This design comes from an exercise in tuning for small area on the open sky130 flow, not from production work. Function was checked by simulation only, so behaviour that the tests miss may differ from the original.

Setup of job 5119:
## complex_mult
module complex_mult
#(
    parameter AWIDTH = 16,
    parameter BWIDTH = 16,
    parameter OUTWIDTH = 33
) (
    input  wire clk,
    input  wire [  AWIDTH-1:0] a_real,
    input  wire [  AWIDTH-1:0] a_imag,
    input  wire [  BWIDTH-1:0] b_real,
    input  wire [  BWIDTH-1:0] b_imag,
    input  wire                 valid,
    output wire [OUTWIDTH-1:0] z_real,
    output wire [OUTWIDTH-1:0] z_imag
);
Settings: LEC_CHECK=0, ABC_AREA=1, CAP_MARGIN=20, CORE_MARGIN=2, CORE_UTILIZATION=40, SLEW_MARGIN=20; clock period 7.0 ns.
run.sh (not shown) runs the stock make flow with config.mk's settings and CLKGATE_MAP_FILE= SYNTH_SCRIPT=/design/flow/synth_recipe.tcl, a recipe that flattens the netlist after the stock synthesis.
Modified inputs, job 6188 compared to job 5119
Settings: CORE_UTILIZATION now 65, was 40.
==> notes.md <==
- Relative to job 5119, the row count of job 6188 is lower by 22%.
- Re count of flip-flops and latches: no difference whatsoever between job 6188 and job 5119.
- Changes observed in job 6188 relative to job 5119: slew at the pin closest to its max-slew limit went up by 0.24 ns, starting density of the core went up by 25 points.
The inputs of job 9700 differ from those of job 6188 as listed below.
Settings: an added CTS_BUF_LIST of sky130_fd_sc_hd__clkbuf_8.
--- outcome ---
Every run (job 9700 and job 6188) finished clean. Wire length per cell after detailed routing: job 9700 < job 6188. Job 9700 packs its core more loosely than job 6188. Job 6188 -> job 9700: total length of routed met3 wires decreased by a few percent.
Inputs modified between job 9700 and job 4464:
Settings: CTS_BUF_LIST now sky130_fd_sc_hd__clkbuf_4, was sky130_fd_sc_hd__clkbuf_8.
### Flow results
Diff job 9700 and job 4464: diode insertion count for antenna repair higher in job 4464. Job 4464 vs job 9700, final period utilization went up by 0.36 points. [diff] via count, job 4464 relative to job 9700: regression. The minimum clock period in job 4464 was higher than what job 9700 gave. Job 4464 vs. job 9700: count of non-filler cells in the finished layout moved up, worst hold slack moved down.


v6:
Another version of the RTL of complex_mult (not shown whole).
Size: ~130 I/O pins.
Settings: LEC_CHECK=0, ABC_AREA=1, CAP_MARGIN=20, CORE_MARGIN=2, CORE_UTILIZATION=65, CTS_BUF_LIST=sky130_fd_sc_hd__clkbuf_4, PLACE_DENSITY=0.72, SLEW_MARGIN=20; clock period 7.0 ns.
standard.sh (not shown) runs the stock make flow with config.mk's settings and CLKGATE_MAP_FILE= SYNTH_SCRIPT=/design/flow/synth_recipe.tcl, a recipe that flattens the netlist after the stock synthesis.
==> flow/flow/run.sh <==
#!/bin/bash
# Standard synthesis, then an inverter clean-up around full adders and XOR gates
# (flow/invopt.py), then the standard layout with 1x port buffers.
set -euo pipefail
R=orfs/results/${FLOW_PLATFORM}/complex_mult/base
bash standard.sh synth > synth.log 2>&1
cp $R/1_2_yosys.v $R/1_2_yosys_std.v
python3 flow/invopt.py $R/1_2_yosys_std.v $R/1_2_yosys.v > invopt.log 2>&1
touch $R/1_2_yosys.v
bash standard.sh BUFFER_PORTS_ARGS="-buffer_cell sky130_fd_sc_hd__buf_1" "CTS_ARGS=-sink_clustering_enable -repair_clock_nets -dont_use_dummy_load -buf_list sky130_fd_sc_hd__clkbuf_4 -sink_clustering_size 10 -sink_clustering_max_diameter 50" finish > layout.log 2>&1
==> flow/flow/invopt.py <==
#!/usr/bin/env python3
"""Remove inverters around full adders and XOR gates in a flat sky130 Yosys netlist.

A full adder is self-dual: FA(~a,~b,~c) = (~sum, ~cout), so each fa cell may be
flipped (all its pins complemented) without changing the logic.  An XOR gate can
absorb an inversion on any input or on its output by swapping xor2 <-> xnor2.
A greedy search picks flips that minimise the inverters needed; the netlist is
then rewritten with at most one inverter per signal whose complement is used.
Registers and every other cell are kept as they are.
usage: invopt.py in.v out.v [unused] [annealing steps]
"""
import re, sys, random
from collections import defaultdict

P = 'sky130_fd_sc_hd__'
INV = {P + 'inv_1', P + 'inv_2', P + 'clkinv_1'}
FA = {P + 'fa_1', P + 'fa_2', P + 'fa_4'}
XOR = {P + 'xor2_1': (P + 'xor2_1', P + 'xnor2_1', 0), P + 'xnor2_1': (P + 'xor2_1', P + 'xnor2_1', 1),
       P + 'xor2_2': (P + 'xor2_2', P + 'xnor2_2', 0), P + 'xnor2_2': (P + 'xor2_2', P + 'xnor2_2', 1),
       P + 'xor3_1': (P + 'xor3_1', P + 'xnor3_1', 0), P + 'xnor3_1': (P + 'xor3_1', P + 'xnor3_1', 1)}
OUTPINS = {'X', 'Y', 'Q', 'Q_N', 'SUM', 'COUT', 'HI', 'LO'}

src = open(sys.argv[1]).read()
mod = re.search(r'^(module\s+\w+\s*\(.*?\);)(.*)^(endmodule)', src, re.S | re.M)
pre, head, body, tail = src[:mod.start()], mod.group(1), mod.group(2), src[mod.start(3):]

cell_re = re.compile(r'^\s*(sky130_fd_sc_hd__\w+)\s+(\\\S+|\S+)\s*\((.*?)\);\n?', re.S | re.M)
pin_re = re.compile(r'\.(\w+)\(\s*(\\\S+\s|[^()\s]+)\s*\)')
cells = []
for mm in cell_re.finditer(body):
    typ, name, pins = mm.groups()
    pm = {p: n.strip() for p, n in pin_re.findall(pins)}
    cells.append([typ, name, pm])
rest = cell_re.sub('', body)

def q(n):
    return n + ' ' if n.startswith('\\') else n

protected = set()   # nets named in assigns or ports: their polarity is fixed
for a in re.findall(r'assign\s+(.*?);', rest, re.S):
    for tok in re.findall(r'\\\S+|[A-Za-z_][\w$]*(?:\[\d+\])?', a):
        protected.add(tok)
ports = set()
for d in re.findall(r'^\s*(?:input|output)\b([^;]*);', rest, re.M):
    for tok in re.findall(r'[A-Za-z_]\w*', d.split(']')[-1]):
        ports.add(tok)
def is_port_net(n):
    return n.split('[')[0] in ports or n in protected

drv = {}
for i, (typ, name, pm) in enumerate(cells):
    for p, n in pm.items():
        if p in OUTPINS:
            drv[n] = i
isinv = [c[0] in INV for c in cells]
isfa = [c[0] in FA for c in cells]
isxor = [c[0] in XOR for c in cells]

def resolve(n):
    i = drv.get(n)
    if i is not None and isinv[i] and not is_port_net(n):
        return cells[i][2]['A'], 1
    return n, 0

# loads of each base signal: (cell, pin, w0); w0 = 1 if it currently reads the complement
loads = defaultdict(list)
for i, (typ, name, pm) in enumerate(cells):
    if isinv[i] and not is_port_net(pm['Y']):
        continue
    for p, n in pm.items():
        if p in OUTPINS:
            continue
        b, w = resolve(n)
        loads[b].append((i, p, w))

flip = [0] * len(cells)       # FA: all pins complemented; XOR: output complemented
pinned = set()
for i, (typ, name, pm) in enumerate(cells):
    if isfa[i] or isxor[i]:
        for p, n in pm.items():
            if p in OUTPINS and is_port_net(n):
                pinned.add(i)

def dpol(b):
    i = drv.get(b)
    return flip[i] if i is not None and (isfa[i] or isxor[i]) else 0

def need(b):
    d = dpol(b)
    for (i, p, w) in loads[b]:
        if isxor[i]:
            continue
        wf = w ^ (flip[i] if isfa[i] else 0)
        if wf != d:
            return 1
    return 0

touch = defaultdict(set)
for b, ls in loads.items():
    for (i, p, w) in ls:
        touch[i].add(b)
for b in loads:
    i = drv.get(b)
    if i is not None:
        touch[i].add(b)

before = sum(need(b) for b in loads)
cand = [i for i in range(len(cells)) if (isfa[i] or isxor[i]) and i not in pinned]
best_flip, best = list(flip), before
random.seed(1)
import math
cur = before
# simulated annealing over flips with the exact inverter count
T = 2.0
steps = int(sys.argv[4]) if len(sys.argv) > 4 else 2000000
for k in range(steps):
    i = random.choice(cand)
    bs = touch[i]
    c0 = sum(need(b) for b in bs)
    flip[i] ^= 1
    c1 = sum(need(b) for b in bs)
    d = c1 - c0
    if d <= 0 or random.random() < math.exp(-d / T):
        cur += d
        if cur < best:
            best, best_flip = cur, list(flip)
    else:
        flip[i] ^= 1
    T = max(0.05, 2.0 * (1 - k / steps))
# final greedy polish
flip = list(best_flip)
changed = True
while changed:
    changed = False
    for i in cand:
        bs = touch[i]
        c0 = sum(need(b) for b in bs)
        flip[i] ^= 1
        c1 = sum(need(b) for b in bs)
        if c1 < c0:
            changed = True
        else:
            flip[i] ^= 1
best_flip = list(flip)
best = sum(need(b) for b in loads)
flip = best_flip
print(f'inverters: {sum(isinv)} in netlist, {before} signals needing a complement -> {best}', file=sys.stderr)

# rewrite
compl = {}
newcells = []
def comp_net(b):
    if b not in compl:
        nm = f'_invopt_{len(compl)}_'
        compl[b] = nm
        newcells.append((P + 'inv_1', nm + 'i', {'A': b, 'Y': nm}))
    return compl[b]

out = []
for i, (typ, name, pm) in enumerate(cells):
    if isinv[i] and not is_port_net(pm['Y']):
        continue
    npm = {}
    par = 0
    for p, n in pm.items():
        if p in OUTPINS:
            npm[p] = n
            continue
        b, w = resolve(n)
        d = dpol(b)
        if isxor[i]:
            npm[p] = b
            par ^= w ^ d          # reads b^d physically, wanted b^w
        else:
            wf = w ^ (flip[i] if isfa[i] else 0)
            npm[p] = b if wf == d else comp_net(b)
    if isxor[i]:
        xt, xnt, inv0 = XOR[typ]
        # wanted out = xor(inputs wanted) ^ inv0; physical output = wanted ^ flip
        typ = xnt if (inv0 ^ par ^ flip[i]) else xt
        opin = 'Y' if 'xnor2' in typ else 'X'
        onet = npm.pop('X', None) or npm.pop('Y')
        npm[opin] = onet
    out.append((typ, name, npm))

lines = [f'  wire {n};' for n in compl.values()]
for typ, name, pm in newcells + out:
    pins = ', '.join(f'.{p}({q(n)})' for p, n in pm.items())
    lines.append(f'  {typ} {q(name)} ({pins});')
open(sys.argv[2], 'w').write(pre + head + rest + '\n'.join(lines) + '\n' + tail)
#### Input delta (v7 over v6)
- a change of CORE_UTILIZATION from 65 to 58
- a change of PLACE_DENSITY from 0.72 to 0.6
-- flow/flow/invopt.py --
<<< v6, line 8
then rewritten with at most one inverter per signal whose complement is used.
Registers and every other cell are kept as they are.
usage: invopt.py in.v out.v [unused] [annealing steps]
"""
import re, sys, random
>>> v7, line 8
then rewritten with at most one inverter per signal whose complement is used.
Registers and every other cell are kept as they are.
usage: invopt2.py in.v out.v
"""
import re, sys, random
<<< v6, line 109
best_flip, best = list(flip), before
random.seed(1)
import math
cur = before
# simulated annealing over flips with the exact inverter count
T = 2.0
steps = int(sys.argv[4]) if len(sys.argv) > 4 else 2000000
for k in range(steps):
    i = random.choice(cand)
    bs = touch[i]
    c0 = sum(need(b) for b in bs)
    flip[i] ^= 1
    c1 = sum(need(b) for b in bs)
    d = c1 - c0
    if d <= 0 or random.random() < math.exp(-d / T):
        cur += d
        if cur < best:
            best, best_flip = cur, list(flip)
    else:
        flip[i] ^= 1
    T = max(0.05, 2.0 * (1 - k / steps))
# final greedy polish
flip = list(best_flip)
changed = True
while changed:
    changed = False
    for i in cand:
        bs = touch[i]
        c0 = sum(need(b) for b in bs)
        flip[i] ^= 1
        c1 = sum(need(b) for b in bs)
        if c1 < c0:
            changed = True
        else:
            flip[i] ^= 1
best_flip = list(flip)
best = sum(need(b) for b in loads)
flip = best_flip
print(f'inverters: {sum(isinv)} in netlist, {before} signals needing a complement -> {best}', file=sys.stderr)
>>> v7, line 109
best_flip, best = list(flip), before
random.seed(1)
for restart in range(int(sys.argv[3]) if len(sys.argv) > 3 else 8):
    if restart:
        flip = list(best_flip)
        for i in random.sample(cand, len(cand) // 10):
            flip[i] ^= 1
    changed = True
    while changed:
        changed = False
        order = cand[:]
        random.shuffle(order)
        for i in order:
            bs = touch[i]
            c0 = sum(need(b) for b in bs)
            flip[i] ^= 1
            c1 = sum(need(b) for b in bs)
            if c1 < c0 or (c1 == c0 and random.random() < 0.3):
                changed = changed or c1 < c0
            else:
                flip[i] ^= 1
    tot = sum(need(b) for b in loads)
    if tot < best:
        best, best_flip = tot, list(flip)
flip = best_flip
print(f'inverters: {sum(isinv)} in netlist, {before} signals needing a complement -> {best}', file=sys.stderr)
Results
v7 ends up with a worst slack at placement that is 0.074 ns lower than in v6. Number of instances in the synthesized netlist (v7 vs. v6) increases by a few percent. Shortest clock period the worst path allows after layout: lower on v6. Summary — achievable frequency, v7 relative to v6: lower, by 0.45%. The area of combinational cells with multiple inputs was comparable across v7 and v6. v7 packs its core looser than v6.

-- separate check: timing with driven ports --
In the flow no input, the clock included, has a driving cell. The finished layouts below were timed again as built, in two steps. Step 1 sets driving cells, clkbuf_16 on the clock port and buf_2 on the other inputs (assumed; they add their load-dependent delay and slew). Step 2 moves the port delays by t, midway between the first and last clock arrival at a register: inputs arrive t later, outputs are due t later. That takes back most of the time a late clock gives input paths. a / b / c = ideal / step 1 / step 2; a / b = the first two.
| run | t (ns) | setup slack, ns | pins driven straight from the clock port |
|---|---|---|---|
| job 5119 | 0.681 | 0.234 / 0.234 / 0.234 | 1 |
| job 6188 | 0.669 | 0.149 / 0.149 / 0.149 | 1 |
| job 9700 | 0.744 | 0.124 / 0.124 / 0.124 | 1 |
| job 4464 | 0.942 | 0.099 / 0.099 / 0.099 | 1 |
| v6 | 0.855 | 0.173 / 0.173 / 0.173 | 1 |
| v7 | 0.860 | 0.142 / 0.142 / 0.142 | 1 |
After both steps setup and hold are still met in every run listed.
